This design comes from an exercise in tuning for small area and a short achievable clock period on the open sky130 flow, not from production work.
Function was checked by simulation only, so behaviour that the tests miss may differ from the original.
Power figures rest on the tool's default switching activity, not on a simulated workload.

### design/flow/design.v
module D_ff(input clk, input reset, input d, output reg q);
	always @ (posedge clk)
	begin
		if(reset==1)
			q<=0;
		else
			q<=d;
	end
endmodule
module register32bits(input clk, input reset, input [31:0] numberIn, output [31:0] numberOut);
	D_ff d0(clk, reset, numberIn[0], numberOut[0]);
	D_ff d1(clk, reset, numberIn[1], numberOut[1]);
	D_ff d2(clk, reset, numberIn[2], numberOut[2]);
	D_ff d3(clk, reset, numberIn[3], numberOut[3]);
	D_ff d4(clk, reset, numberIn[4], numberOut[4]);
	D_ff d5(clk, reset, numberIn[5], numberOut[5]);
	D_ff d6(clk, reset, numberIn[6], numberOut[6]);
	D_ff d7(clk, reset, numberIn[7], numberOut[7]);
	D_ff d8(clk, reset, numberIn[8], numberOut[8]);
	D_ff d9(clk, reset, numberIn[9], numberOut[9]);
	D_ff d10(clk, reset, numberIn[10], numberOut[10]);
	D_ff d11(clk, reset, numberIn[11], numberOut[11]);
	D_ff d12(clk, reset, numberIn[12], numberOut[12]);
	D_ff d13(clk, reset, numberIn[13], numberOut[13]);
	D_ff d14(clk, reset, numberIn[14], numberOut[14]);
	D_ff d15(clk, reset, numberIn[15], numberOut[15]);
	D_ff d16(clk, reset, numberIn[16], numberOut[16]);
	D_ff d17(clk, reset, numberIn[17], numberOut[17]);
	D_ff d18(clk, reset, numberIn[18], numberOut[18]);
	D_ff d19(clk, reset, numberIn[19], numberOut[19]);
	D_ff d20(clk, reset, numberIn[20], numberOut[20]);
	D_ff d21(clk, reset, numberIn[21], numberOut[21]);
	D_ff d22(clk, reset, numberIn[22], numberOut[22]);
	D_ff d23(clk, reset, numberIn[23], numberOut[23]);
	D_ff d24(clk, reset, numberIn[24], numberOut[24]);
	D_ff d25(clk, reset, numberIn[25], numberOut[25]);
	D_ff d26(clk, reset, numberIn[26], numberOut[26]);
	D_ff d27(clk, reset, numberIn[27], numberOut[27]);
	D_ff d28(clk, reset, numberIn[28], numberOut[28]);
	D_ff d29(clk, reset, numberIn[29], numberOut[29]);
	D_ff d30(clk, reset, numberIn[30], numberOut[30]);
	D_ff d31(clk, reset, numberIn[31], numberOut[31]);
endmodule
module signDiffExpo(input [7:0] number1OutExpo, input [7:0] number2OutExpo, output reg [8:0] diffExpo);
	always @ (number1OutExpo or number2OutExpo)
	begin
		diffExpo=number1OutExpo-number2OutExpo;
	end
endmodule
module signToUnsign9(input [8:0] diffExpo, output reg sign, output reg [7:0] absDiff);
	always @ (diffExpo)
	begin
		sign=diffExpo[8];
		absDiff=diffExpo[7:0];
		if (sign==1)
		begin
			absDiff=~absDiff+1;
		end
	end
endmodule
module muxGreaterExpo(input [7:0] number1OutExpo, input [7:0] number2OutExpo, input sign, output reg [7:0] ResultExponent8bits);
	always @ (number1OutExpo or number2OutExpo or sign)
	begin
		case (sign)
			0:
			begin
				ResultExponent8bits=number1OutExpo;
			end
			1:
			begin
				ResultExponent8bits=number2OutExpo;
			end
		endcase
	end
endmodule
module muxInputFrac(input [24:0] in1, input [24:0] in2, input selOp, output reg [24:0] Op);
	always @ (in1 or in2 or selOp)
	begin
		case (selOp)
			0:
			begin
				Op=in1;
			end
			1:
			begin
				Op=in2;
			end
		endcase
	end
endmodule
module shiftRightOp1(input [24:0] tempOp, input [7:0] absDiff, output reg [24:0] shiftOp);
	always @ (tempOp or absDiff)
	begin
		shiftOp=tempOp>>absDiff;
	end
endmodule
module muxSign(input s1, input s2, input selSign, output reg ResultSign);
	always @ (s1 or s2 or selSign)
	begin
		case (selSign)
			0:
			begin
				ResultSign=s1;
			end
			1:
			begin
				ResultSign=s2;
			end
		endcase
	end
endmodule
module unsignToSign26b(input [24:0] in25bUnsigned, input sign, output reg [25:0] out26bSigned);
	always @ (in25bUnsigned or sign)
	begin
		out26bSigned={1'b0, in25bUnsigned};
		if (sign==1)
		begin
			out26bSigned=~out26bSigned+1;
		end
	end
endmodule
module eacAdd(input [23:0] x, input [23:0] y, input sub, output [24:0] r, output neg, output zero);
	wire gb0 = x[0] & y[0];
	wire pb0 = x[0] ^ y[0];
	wire gb1 = x[1] & y[1];
	wire pb1 = x[1] ^ y[1];
	wire gb2 = x[2] & y[2];
	wire pb2 = x[2] ^ y[2];
	wire gb3 = x[3] & y[3];
	wire pb3 = x[3] ^ y[3];
	wire gb4 = x[4] & y[4];
	wire pb4 = x[4] ^ y[4];
	wire gb5 = x[5] & y[5];
	wire pb5 = x[5] ^ y[5];
	wire gb6 = x[6] & y[6];
	wire pb6 = x[6] ^ y[6];
	wire gb7 = x[7] & y[7];
	wire pb7 = x[7] ^ y[7];
	wire gb8 = x[8] & y[8];
	wire pb8 = x[8] ^ y[8];
	wire gb9 = x[9] & y[9];
	wire pb9 = x[9] ^ y[9];
	wire gb10 = x[10] & y[10];
	wire pb10 = x[10] ^ y[10];
	wire gb11 = x[11] & y[11];
	wire pb11 = x[11] ^ y[11];
	wire gb12 = x[12] & y[12];
	wire pb12 = x[12] ^ y[12];
	wire gb13 = x[13] & y[13];
	wire pb13 = x[13] ^ y[13];
	wire gb14 = x[14] & y[14];
	wire pb14 = x[14] ^ y[14];
	wire gb15 = x[15] & y[15];
	wire pb15 = x[15] ^ y[15];
	wire gb16 = x[16] & y[16];
	wire pb16 = x[16] ^ y[16];
	wire gb17 = x[17] & y[17];
	wire pb17 = x[17] ^ y[17];
	wire gb18 = x[18] & y[18];
	wire pb18 = x[18] ^ y[18];
	wire gb19 = x[19] & y[19];
	wire pb19 = x[19] ^ y[19];
	wire gb20 = x[20] & y[20];
	wire pb20 = x[20] ^ y[20];
	wire gb21 = x[21] & y[21];
	wire pb21 = x[21] ^ y[21];
	wire gb22 = x[22] & y[22];
	wire pb22 = x[22] ^ y[22];
	wire gb23 = x[23] & y[23];
	wire pb23 = x[23] ^ y[23];
	wire g1_1 = gb1 | (pb1 & gb0);
	wire p1_1 = pb1 & pb0;
	wire g1_3 = gb3 | (pb3 & gb2);
	wire p1_3 = pb3 & pb2;
	wire g1_5 = gb5 | (pb5 & gb4);
	wire p1_5 = pb5 & pb4;
	wire g1_7 = gb7 | (pb7 & gb6);
	wire p1_7 = pb7 & pb6;
	wire g1_9 = gb9 | (pb9 & gb8);
	wire p1_9 = pb9 & pb8;
	wire g1_11 = gb11 | (pb11 & gb10);
	wire p1_11 = pb11 & pb10;
	wire g1_13 = gb13 | (pb13 & gb12);
	wire p1_13 = pb13 & pb12;
	wire g1_15 = gb15 | (pb15 & gb14);
	wire p1_15 = pb15 & pb14;
	wire g1_17 = gb17 | (pb17 & gb16);
	wire p1_17 = pb17 & pb16;
	wire g1_19 = gb19 | (pb19 & gb18);
	wire p1_19 = pb19 & pb18;
	wire g1_21 = gb21 | (pb21 & gb20);
	wire p1_21 = pb21 & pb20;
	wire g1_23 = gb23 | (pb23 & gb22);
	wire p1_23 = pb23 & pb22;
	wire g2_2 = gb2 | (pb2 & g1_1);
	wire p2_2 = pb2 & p1_1;
	wire g2_3 = g1_3 | (p1_3 & g1_1);
	wire p2_3 = p1_3 & p1_1;
	wire g2_6 = gb6 | (pb6 & g1_5);
	wire p2_6 = pb6 & p1_5;
	wire g2_7 = g1_7 | (p1_7 & g1_5);
	wire p2_7 = p1_7 & p1_5;
	wire g2_10 = gb10 | (pb10 & g1_9);
	wire p2_10 = pb10 & p1_9;
	wire g2_11 = g1_11 | (p1_11 & g1_9);
	wire p2_11 = p1_11 & p1_9;
	wire g2_14 = gb14 | (pb14 & g1_13);
	wire p2_14 = pb14 & p1_13;
	wire g2_15 = g1_15 | (p1_15 & g1_13);
	wire p2_15 = p1_15 & p1_13;
	wire g2_18 = gb18 | (pb18 & g1_17);
	wire p2_18 = pb18 & p1_17;
	wire g2_19 = g1_19 | (p1_19 & g1_17);
	wire p2_19 = p1_19 & p1_17;
	wire g2_22 = gb22 | (pb22 & g1_21);
	wire p2_22 = pb22 & p1_21;
	wire g2_23 = g1_23 | (p1_23 & g1_21);
	wire p2_23 = p1_23 & p1_21;
	wire g3_4 = gb4 | (pb4 & g2_3);
	wire p3_4 = pb4 & p2_3;
	wire g3_5 = g1_5 | (p1_5 & g2_3);
	wire p3_5 = p1_5 & p2_3;
	wire g3_6 = g2_6 | (p2_6 & g2_3);
	wire p3_6 = p2_6 & p2_3;
	wire g3_7 = g2_7 | (p2_7 & g2_3);
	wire p3_7 = p2_7 & p2_3;
	wire g3_12 = gb12 | (pb12 & g2_11);
	wire p3_12 = pb12 & p2_11;
	wire g3_13 = g1_13 | (p1_13 & g2_11);
	wire p3_13 = p1_13 & p2_11;
	wire g3_14 = g2_14 | (p2_14 & g2_11);
	wire p3_14 = p2_14 & p2_11;
	wire g3_15 = g2_15 | (p2_15 & g2_11);
	wire p3_15 = p2_15 & p2_11;
	wire g3_20 = gb20 | (pb20 & g2_19);
	wire p3_20 = pb20 & p2_19;
	wire g3_21 = g1_21 | (p1_21 & g2_19);
	wire p3_21 = p1_21 & p2_19;
	wire g3_22 = g2_22 | (p2_22 & g2_19);
	wire p3_22 = p2_22 & p2_19;
	wire g3_23 = g2_23 | (p2_23 & g2_19);
	wire p3_23 = p2_23 & p2_19;
	wire g4_8 = gb8 | (pb8 & g3_7);
	wire p4_8 = pb8 & p3_7;
	wire g4_9 = g1_9 | (p1_9 & g3_7);
	wire p4_9 = p1_9 & p3_7;
	wire g4_10 = g2_10 | (p2_10 & g3_7);
	wire p4_10 = p2_10 & p3_7;
	wire g4_11 = g2_11 | (p2_11 & g3_7);
	wire p4_11 = p2_11 & p3_7;
	wire g4_12 = g3_12 | (p3_12 & g3_7);
	wire p4_12 = p3_12 & p3_7;
	wire g4_13 = g3_13 | (p3_13 & g3_7);
	wire p4_13 = p3_13 & p3_7;
	wire g4_14 = g3_14 | (p3_14 & g3_7);
	wire p4_14 = p3_14 & p3_7;
	wire g4_15 = g3_15 | (p3_15 & g3_7);
	wire p4_15 = p3_15 & p3_7;
	wire g5_16 = gb16 | (pb16 & g4_15);
	wire p5_16 = pb16 & p4_15;
	wire g5_17 = g1_17 | (p1_17 & g4_15);
	wire p5_17 = p1_17 & p4_15;
	wire g5_18 = g2_18 | (p2_18 & g4_15);
	wire p5_18 = p2_18 & p4_15;
	wire g5_19 = g2_19 | (p2_19 & g4_15);
	wire p5_19 = p2_19 & p4_15;
	wire g5_20 = g3_20 | (p3_20 & g4_15);
	wire p5_20 = p3_20 & p4_15;
	wire g5_21 = g3_21 | (p3_21 & g4_15);
	wire p5_21 = p3_21 & p4_15;
	wire g5_22 = g3_22 | (p3_22 & g4_15);
	wire p5_22 = p3_22 & p4_15;
	wire g5_23 = g3_23 | (p3_23 & g4_15);
	wire p5_23 = p3_23 & p4_15;
	wire call = g5_23;
	wire e = sub & call;                  
	wire inv = sub & ~call;               
	assign neg = inv & ~p5_23;
	assign zero = sub & p5_23;
	assign r[0] = pb0 ^ e ^ inv;
	assign r[1] = pb1 ^ (gb0 | (pb0 & e)) ^ inv;
	assign r[2] = pb2 ^ (g1_1 | (p1_1 & e)) ^ inv;
	assign r[3] = pb3 ^ (g2_2 | (p2_2 & e)) ^ inv;
	assign r[4] = pb4 ^ (g2_3 | (p2_3 & e)) ^ inv;
	assign r[5] = pb5 ^ (g3_4 | (p3_4 & e)) ^ inv;
	assign r[6] = pb6 ^ (g3_5 | (p3_5 & e)) ^ inv;
	assign r[7] = pb7 ^ (g3_6 | (p3_6 & e)) ^ inv;
	assign r[8] = pb8 ^ (g3_7 | (p3_7 & e)) ^ inv;
	assign r[9] = pb9 ^ (g4_8 | (p4_8 & e)) ^ inv;
	assign r[10] = pb10 ^ (g4_9 | (p4_9 & e)) ^ inv;
	assign r[11] = pb11 ^ (g4_10 | (p4_10 & e)) ^ inv;
	assign r[12] = pb12 ^ (g4_11 | (p4_11 & e)) ^ inv;
	assign r[13] = pb13 ^ (g4_12 | (p4_12 & e)) ^ inv;
	assign r[14] = pb14 ^ (g4_13 | (p4_13 & e)) ^ inv;
	assign r[15] = pb15 ^ (g4_14 | (p4_14 & e)) ^ inv;
	assign r[16] = pb16 ^ (g4_15 | (p4_15 & e)) ^ inv;
	assign r[17] = pb17 ^ (g5_16 | (p5_16 & e)) ^ inv;
	assign r[18] = pb18 ^ (g5_17 | (p5_17 & e)) ^ inv;
	assign r[19] = pb19 ^ (g5_18 | (p5_18 & e)) ^ inv;
	assign r[20] = pb20 ^ (g5_19 | (p5_19 & e)) ^ inv;
	assign r[21] = pb21 ^ (g5_20 | (p5_20 & e)) ^ inv;
	assign r[22] = pb22 ^ (g5_21 | (p5_21 & e)) ^ inv;
	assign r[23] = pb23 ^ (g5_22 | (p5_22 & e)) ^ inv;
	assign r[24] = ~sub & call;
endmodule
module signToUnsign26(input [25:0] ALUout, output reg sign, output reg [24:0] frac);
	always @ (ALUout)
	begin
		sign=ALUout[25];
		frac=ALUout[24:0];
		if (sign==1)
		begin
			frac=~frac+1;
		end
	end
endmodule
module floatingPointAdder(input [31:0] in1, input [31:0] in2, input clk, input reset, output ResultSign1bit, output [7:0] ResultExponent8bits, output [24:0] ResultFraction25bits);
	wire        sub    = in1[31] ^ in2[31];
	wire [8:0]  d12    = {1'b0, in1[30:23]} - {1'b0, in2[30:23]};
	wire        swap   = d12[8];                        
	wire [7:0]  absd   = d12[7:0] ^ {8{swap}};
	wire [7:0]  expBig = swap ? in2[30:23] : in1[30:23];
	wire [22:0] fBig   = swap ? in2[22:0] : in1[22:0];
	wire        sBig   = swap ? in2[31] : in1[31];
	wire [23:0] sSm    = (swap ? {2'b01, in1[22:1]} : {1'b1, in2[22:0]}) ^ {24{sub}};
	wire [23:0] l0     = absd[0] ? {sub, sSm[23:1]}        : sSm;
	wire [23:0] l1     = absd[1] ? {{2{sub}}, l0[23:2]}    : l0;
	wire [23:0] l2     = absd[2] ? {{4{sub}}, l1[23:4]}    : l1;
	wire [23:0] l3     = absd[3] ? {{8{sub}}, l2[23:8]}    : l2;
	wire [23:0] l4     = absd[4] ? {{16{sub}}, l3[23:16]}  : l3;
	wire [23:0] sAl    = (absd[7:5] != 0) ? {24{sub}} : l4;
	reg  [7:0]  rExp;
	reg  [22:0] rBig;
	reg  [23:0] rSm;
	reg         rSub, rSBig;
	always @(posedge clk) begin
		if (reset) begin
			rExp  <= 8'd0;
			rBig  <= 23'd0;
			rSm   <= 24'h800000;
			rSub  <= 1'b0;
			rSBig <= 1'b0;
		end else begin
			rExp  <= expBig;
			rBig  <= fBig;
			rSm   <= sAl;
			rSub  <= sub;
			rSBig <= sBig;
		end
	end
	wire        neg, zero;
	eacAdd ADD({1'b1, rBig}, rSm, rSub, ResultFraction25bits, neg, zero);
	assign ResultSign1bit       = (rSBig ^ neg) & ~zero;
	assign ResultExponent8bits  = rExp;
endmodule
### design/flow/flow/run.sh
#!/bin/bash
# Standard layout with these changes: synthesis maps the logic with the ABC
# script in flow/abc_area.script (delay-bounded area mapping, then gate
# sizing); input ports get a buf_1 and output ports a buf_2 as their buffer;
# clock tree synthesis adds no dummy loads.
set -e
rm -rf scripts_mod
cp -r "$FLOW_HOME/scripts" scripts_mod
cp flow/abc_area.script scripts_mod/abc_area.script
export BUFFER_PORTS_ARGS="-buffer_cell sky130_fd_sc_hd__buf_1"
export POST_GLOBAL_PLACE_TCL=$PWD/flow/post_gpl.tcl
export CTS_ARGS="-sink_clustering_enable -repair_clock_nets -buf_list {sky130_fd_sc_hd__clkbuf_4 sky130_fd_sc_hd__clkbuf_8} -dont_use_dummy_load -sink_clustering_size 20 -sink_clustering_max_diameter 100 -sink_clustering_levels 1"
SCRIPTS_DIR=$PWD/scripts_mod bash standard.sh synth > synth.log 2>&1
bash standard.sh > standard.log 2>&1
### design/flow/flow/abc_area.script
strash
dch
map -D 2000
topo
stime -c
buffer -c
upsize -c -D 2000
dnsize -c -D 2000
### design/flow/flow/post_gpl.tcl
# The ports were buffered with buf_1; the output ports drive the external
# load, so their buffers become buf_2.
foreach inst [get_cells output*] {
  replace_cell $inst sky130_fd_sc_hd__buf_2
}
### design/flow/standard.sh
#!/bin/bash
# synth_recipe.tcl (not shown) runs the flow's synth.tcl, then flattens the netlist and writes it again
# the make line also repeats each setting of config.mk as NAME=value (left out here)
make -C /OpenROAD-flow-scripts/flow DESIGN_CONFIG=/design/flow/config.mk WORK_HOME=/design/flow/orfs CLKGATE_MAP_FILE= SYNTH_SCRIPT=/design/flow/synth_recipe.tcl "${@:-finish}"
### design/flow/config.mk
export PLATFORM = sky130hd
export DESIGN_NAME = floatingPointAdder
export DESIGN_NICKNAME = floatingPointAdder
export VERILOG_FILES = /design/flow/design.v
export SDC_FILE = /design/flow/constraint.sdc
export NUM_CORES = 4
export LEC_CHECK = 0
export ABC_AREA = 1
export CAP_MARGIN = 20
export CORE_MARGIN = 2
export CORE_UTILIZATION = 70
export CTS_BUF_LIST = sky130_fd_sc_hd__clkbuf_4 sky130_fd_sc_hd__clkbuf_8
export PLACE_DENSITY = 0.8
export SETUP_SLACK_MARGIN = 5
export SLEW_MARGIN = 20
### design/flow/constraint.sdc
create_clock -name core_clock -period 11.0 [get_ports {clk}]
set_input_delay 2.2000 -clock core_clock [delete_from_list [all_inputs] [get_ports {clk}]]
set_output_delay 2.2000 -clock core_clock [all_outputs]
set_load 0.01 [all_outputs]
==> flow_summary.ini, run 1 <==
[status]
outcome = complete, no violations

[pwr]
vdd_drop_max_mv = 0.104
power.leakage_nw = 2.66
p_int_mw = 0.508
power_density_mw_per_mm2 = 175
p_sw_share_pct = 47.9
power.share.clock_pct = 15.0
p_comb_share_pct = 59.9
pwr-share-seq_pct = 25.1
power_switching_mw = 0.467

[floorplanning]
die_h_um = 88.6
fp-row-count = 30
initial_core_util_pct = 73.0
die_x_um = 88.6
die-area_mm2 = 0.00785
ios = 100
coreArea_mm2 = 0.00687

[setup_path]
path_class = register to output port
crit_fanout = 17
cp_data_arrival_time_ns = 3.57
crit_top_cell = nand2_1
crit_chain = ha_1, a21o_1, a21oi_2, nor2_1, or2_1, a211oi_1, o21ai_1, nand2_1, nand2_1, nor2_4, buf_4, xnor2_1, xor2_1, buf_2
cp-end-kind = output port
cpPeakStageDelay_ns = 0.35
slowest_stage = ha_1
critPathLaunchType = register
required_ns = 8.80

[hold_path]
hp-class = input pin to register

[sta]
final.setup.tns_ns = 0
hold_viol = 0
finalWorstSetupSlack_ns = 5.23
relSlewSlack_pct = 38.3
worst_pin_slew_ns = 0.925
post-route-period-util_pct = 52.4
drv_slew = 0
fmax_mhz = 173
min_period_ns = 5.77
rsz0062_at_grt = false
final-setup-viol-count = 0

[global_route]
grt_pass1_wl_mm = 22.6
overflow = 0
grt_max_degree = 49
antenna_found_initial = 0
grt_pass1_vias = 4721
track_usage_pct = 37.6

[synth]
synth_area_mm2 = 0.00501
syn_inst = 737
synth-seq-cells = 57
synthArstFlopShare_pct = 0
yosysMostFrequentCell = nand2_1
synth-edff-count = 0
ys_warn_count = 1
ys_seq_area_share_pct = 22.8
synth_common_cells = nand2_1 (151), nor2_1 (95), o21ai_0 (69)
synth_nets = 836
syn_area_per_cell_um2 = 6.80
yosysUniqueCellTypes = 49
dominantRegCellSynth = dfxtp_1
netlist.area_leader.share_pct = 22.8
synth_top_area_cell = dfxtp_1
yosys-top-cells-area = dfxtp_1 (23%), nand2_1 (11%), xor2_1 (11%)

[finish]
final_nets = 922
drive_above_1_share_pct = 9.87
antenna_cells = 0
areaGrowthSynthToFinish_pct = 11.0
final_util_pct = 81.0
stdcell_area_mm2 = 0.00557

[drt]
num_vias = 5394
wl_per_cell_um = 16.3
postRouteAntennaNets = 0
drtIter0Drc = 705
first_pass_iters = 6
drc = 0
via_per_inst = 5.88
routed_wl_mm = 15.0

[place]
placed_cell_area_mm2 = 0.00538
hpwl_mm = 11.4
io_buffers = 99
pre_cts_ws_ns = 4.55

[clocking]
cts_root_buf = clkbuf_8
clkSlewWorstSetupHoldPaths_ns = 0.06
cts_tree = done
clock-sinks = 57
cts_buffer_depth = 2
numCtsBuffers = 9
cts_max_level = 3
ctsHoldBuffers = 0

[run]
maxCapViolations = 0
==> cell type report <==
| cell class | instances | area (um2) |
|---|---|---|
| sequential | 57 | 1140 |
| multi-input combinational | 587 | 3460 |
| timing repair buffer | 110 | 497 |
| inverter | 58 | 220 |
| tap | 96 | 120 |
| fill | 513 | 1300 |
| clock buffer | 9 | 124 |
==> placed cells by master, fill, tap and decap left out, types with 11 or more instances in the layout <==
cell,instances
nand2_1,151
nor2_1,95
o21ai_0,69
buf_1,65
xor2_1,63
dfxtp_1,57
inv_1,55
a21oi_1,50
o21ai_1,35
buf_2,34
ha_1,31
xnor2_1,11
buf_4,11
==> cell families after synthesis <==
logic type,Yosys count,share of synthesized area [%]
adders and majority gates,33,8.54
and+or+nand+nor,262,20.7
xor gates and xnor gates,78,14.2
AOI/OAI and AO/OA,203,23.2
DFF,57,22.8
muxes,10,2.00
buffers and inverters,94,8.59
==> power groups by stage <==
| stage | Clock [mW] | Combinational (mW) | Sequential, mW |
|---|---|---|---|
| final | 0.147 | 0.583 | 0.245 |
| after global routing | 0.152 | 0.640 | 0.246 |
| after CTS | 0.145 | 0.561 | 0.245 |
| after detailed placement | 0 | 0.557 | 0.249 |
| after global placement | 0 | 0.532 | 0.249 |
| after floorplan | 0 | 0.418 | 0.245 |
==> per-stage QoR <==
stage | hold slack (ns) | std cells | total power [mW]
after floorplan | 2.32 | 737 | 0.663
after global placement | 2.44 | 902 | 0.781
after detailed placement | 2.45 | 902 | 0.806
after CTS | 2.11 | 912 | 0.951
after global routing | 2.12 | 917 | 1.04
final | 2.12 | 917 | 0.974
==> worst max-delay path, delay by kind of cell, from the launching register on <==
| kind | cells | cell delay [ns] |
|---|---|---|
| AO/OA/AOI/OAI | 4 | 0.79 |
| AND/OR/NAND/NOR | 5 | 0.79 |
| buffers and inverters | 2 | 0.52 |
| XOR/XNOR | 2 | 0.46 |
| adder cells (fa/ha/maj) | 1 | 0.35 |
| flip-flops | 1 | 0.32 |
==> what timing repair did <==
action                                  4_1_cts  5_1_grt
pin swaps                                     1        1
gates resized for setup                       0        4
buffers inserted                              0        5
endpoints found under the setup margin        5       14
gates cloned                                  1        0
==> sequential cells by signal (all words and copies together), names as in the netlist <==
name,flops
rSm,24
rBig,23
rExp,8
rSBig,1
rSub,1
==> routing by layer <==
metal  vias up  share of wire [%]  track usage (%)  wire length, um
li1       2586                  -                -                -
met1      2423                 40             49.2             6010
met2       325                 47             63.5             7060
met3        60                9.3             6.53             1390
met4         0                3.3             10.9              490
met5         -                  0                0                0
==> final timing paths <==
check	startpoint	endpoint	slack, ns	depth (start not counted)
min	in2[29]	rExp[6]$_SDFF_PP0_	2.12	3
max	rSm[9]$_SDFF_PP0_	ResultFraction25bits[3]	5.23	14
==> run 2, diff against run 1 <==
--- a/design/flow/flow/run.sh
+++ b/design/flow/flow/run.sh
@@ -11,3 +11,3 @@
 export POST_GLOBAL_PLACE_TCL=$PWD/flow/post_gpl.tcl
-export CTS_ARGS="-sink_clustering_enable -repair_clock_nets -buf_list {sky130_fd_sc_hd__clkbuf_4 sky130_fd_sc_hd__clkbuf_8} -dont_use_dummy_load -sink_clustering_size 20 -sink_clustering_max_diameter 100 -sink_clustering_levels 1"
+export CTS_ARGS="-sink_clustering_enable -repair_clock_nets -root_buf sky130_fd_sc_hd__clkbuf_8 -buf_list {sky130_fd_sc_hd__clkbuf_4} -dont_use_dummy_load"
 SCRIPTS_DIR=$PWD/scripts_mod bash standard.sh synth > synth.log 2>&1
==> run 2 against run 1 <==
Effect of this change: first-iteration DRC count unchanged; combinational power hardly changed; non-clock buffer count did not move; worst setup slack unchanged; highest routed layer unchanged.
==> flow_summary.ini, run 2 <==
[status]
outcome = complete, no violations

[setup_path]
crit_fanout = 17
path_class = register to output port
required_ns = 8.80
critical_path.startpoint = rSm[9]$_SDFF_PP0_
cp-end-kind = output port
slowest_stage = ha_1
cp_data_arrival_time_ns = 3.57
crit_buf_inv = 2
crit_top_cell = nand2_1
cpPeakStageDelay_ns = 0.35
path_delay_family = compound AO/OA/AOI/OAI gates
crit_cells = 14
crit_chain = ha_1, a21o_1, a21oi_2, nor2_1, or2_1, a211oi_1, o21ai_1, nand2_1, nand2_1, nor2_4, buf_4, xnor2_1, xor2_1, buf_2
critPathLaunchType = register

[sta]
drv_slew = 0
rsz0062_at_grt = false
fmax_mhz = 173
relSlewSlack_pct = 38.3
hold_viol = 0
holdWs_ns = 2.12
finalWorstSetupSlack_ns = 5.23
final-setup-viol-count = 0
final.setup.tns_ns = 0
post-route-period-util_pct = 52.4
min_period_ns = 5.77
worst_pin_slew_ns = 0.925

[synth]
synth_area_mm2 = 0.00501
yosysMostFrequentCell = nand2_1
synth-edff-count = 0
syn_inst = 737
ys_seq_area_share_pct = 22.8
yosys-top-cells-area = dfxtp_1 (23%), nand2_1 (11%), xor2_1 (11%)
dominantRegCellSynth = dfxtp_1
syn_area_per_cell_um2 = 6.80
synth_nets = 836
ys_warn_count = 1
synth_common_cells = nand2_1 (151), nor2_1 (95), o21ai_0 (69)
yosysUniqueCellTypes = 49
netlist.area_leader.share_pct = 22.8
synth-seq-cells = 57
synthArstFlopShare_pct = 0
synth_top_area_cell = dfxtp_1

[pwr]
power_mw = 0.974
vdd_drop_max_mv = 0.104
power_density_mw_per_mm2 = 175
power.leakage_nw = 2.66

[floorplanning]
initial_core_util_pct = 73.0
die_x_um = 88.6
coreArea_mm2 = 0.00687
die_h_um = 88.6
fp-row-count = 30
ios = 100
die-area_mm2 = 0.00785

[finish]
multi_input_area_mm2 = 0.00346
largest_reg_flops = 24
fill_cells = 513
largestRegisters = rSm x24, rBig x23, rExp x8
antenna_cells = 0
regMostFlops = rSm
areaGrowthSynthToFinish_pct = 11.0
final_nets = 922
final_util_pct = 81.0
drive_above_1_share_pct = 9.87
mostFrequentLayoutCell = nand2_1
seqCellArea_mm2 = 0.00114
layout_common_cells = nand2_1 (151), nor2_1 (95), o21ai_0 (69)

[run]
maxCapViolations = 0

[global_route]
track_usage_pct = 37.6
antenna_found_initial = 0
grt_max_degree = 49
grt_pass1_wl_mm = 22.6
overflow = 0
grt_pass1_vias = 4721

[drt]
wl_per_cell_um = 16.3
first_pass_iters = 6
met2_wirelength_mm = 7.06
drtIter0Drc = 705
dr_wl_met3_mm = 1.39
via_per_inst = 5.88
postRouteAntennaNets = 0
routed_wl_mm = 15.0
num_vias = 5394
top_layer_used = met4
drc = 0
met1_length_mm = 6.01

[clocking]
cts_max_level = 3
cts_root_buf = clkbuf_8
clkSlewWorstSetupHoldPaths_ns = 0.06
ctsHoldBuffers = 0
clock-sinks = 57
cts_buffer_depth = 2
cts_tree = done
numCtsBuffers = 9

[hold_path]
min_from = in2[29]
hold_path_depth = 3
hp-class = input pin to register

[place]
io_buffers = 99
pre_cts_ws_ns = 4.55
hpwl_mm = 11.4
run 2: cell counts after synthesis:
No cell type changed its count.
run 2: kinds of logic (layout without fill, tap and decap cells):
group	after synthesis	in the layout	share of synthesized area, %
buffers and inverters	94	177	8.59
muxes	10	10	2.00
AOI/OAI and AO/OA	203	203	23.2
and+or+nand+nor	262	263	20.7
DFF	57	57	22.8
xor gates and xnor gates	78	78	14.2
adders and majority gates	33	33	8.54
run 2: metal layers:
metal	up-vias	global-route usage [%]
li1	2586	-
met1	2423	49.2
met2	325	63.5
met3	60	6.53
met4	0	10.9
met5	-	0
run 2: path summary, 6_finish.rpt:
path | endpoint | slack [ns]
setup / recovery | ResultFraction25bits[3] | 5.23
hold / removal | rExp[6]$_SDFF_PP0_ | 2.12
run 2: area by class of cell:
class	count	area share (%)
multi-input combinational	587	62.2
sequential	57	20.5
timing repair buffer	110	8.93
inverter	58	3.96
clock buffer	9	2.23
tap	96	2.16
run 2: repair_timing:
item	4_1_cts	5_1_grt
gates cloned	1	0
pin swaps	1	1
setup endpoints to repair	5	14
gates resized for setup	0	4
setup buffers	0	5
run 2: power breakdown:
group	internal [mW]	switching (mW)	total, mW
registers	0.233	0.0118	0.245
clock network	0.0727	0.0739	0.147
logic	0.202	0.381	0.583
total	0.508	0.467	0.974
run 2: per-stage QoR:
step | area [um2] | cells
after floorplan | 5010 | 737
after global placement | 5340 | 902
after detailed placement | 5380 | 902
after CTS | 5510 | 912
after global routing | 5570 | 917
final | 5570 | 917

-- separate check: timing with driven ports --
How much do the figures lean on ideal ports? The routed layouts below were timed once more, with nothing changed but the port constraints. Step 1 (the two cells are an assumption about what drives the block):
set clk [get_ports {clk}]
set_driving_cell -lib_cell sky130_fd_sc_hd__clkbuf_16 $clk
set_driving_cell -lib_cell sky130_fd_sc_hd__buf_2 [delete_from_list [all_inputs] $clk]
Step 2 times the ports against the registers' clock, not the clock port: input delays grow and output delays shrink by t, the midpoint of the rising clock arrivals with the driver on. Slacks: no drivers / after step 1 / after step 2; pairs: no drivers / after step 1.
run | shift t [ns] | slack for setup (ns) | worst hold slack (ns) | worst setup path after step 2
run 1 | 0.351 | 5.234 / 5.204 / 5.033 | 2.115 / 2.107 / 2.458 | input to register
run 2 | 0.351 | 5.234 / 5.204 / 5.033 | 2.115 / 2.107 / 2.458 | input to register
After both steps setup and hold are still met in every run listed.
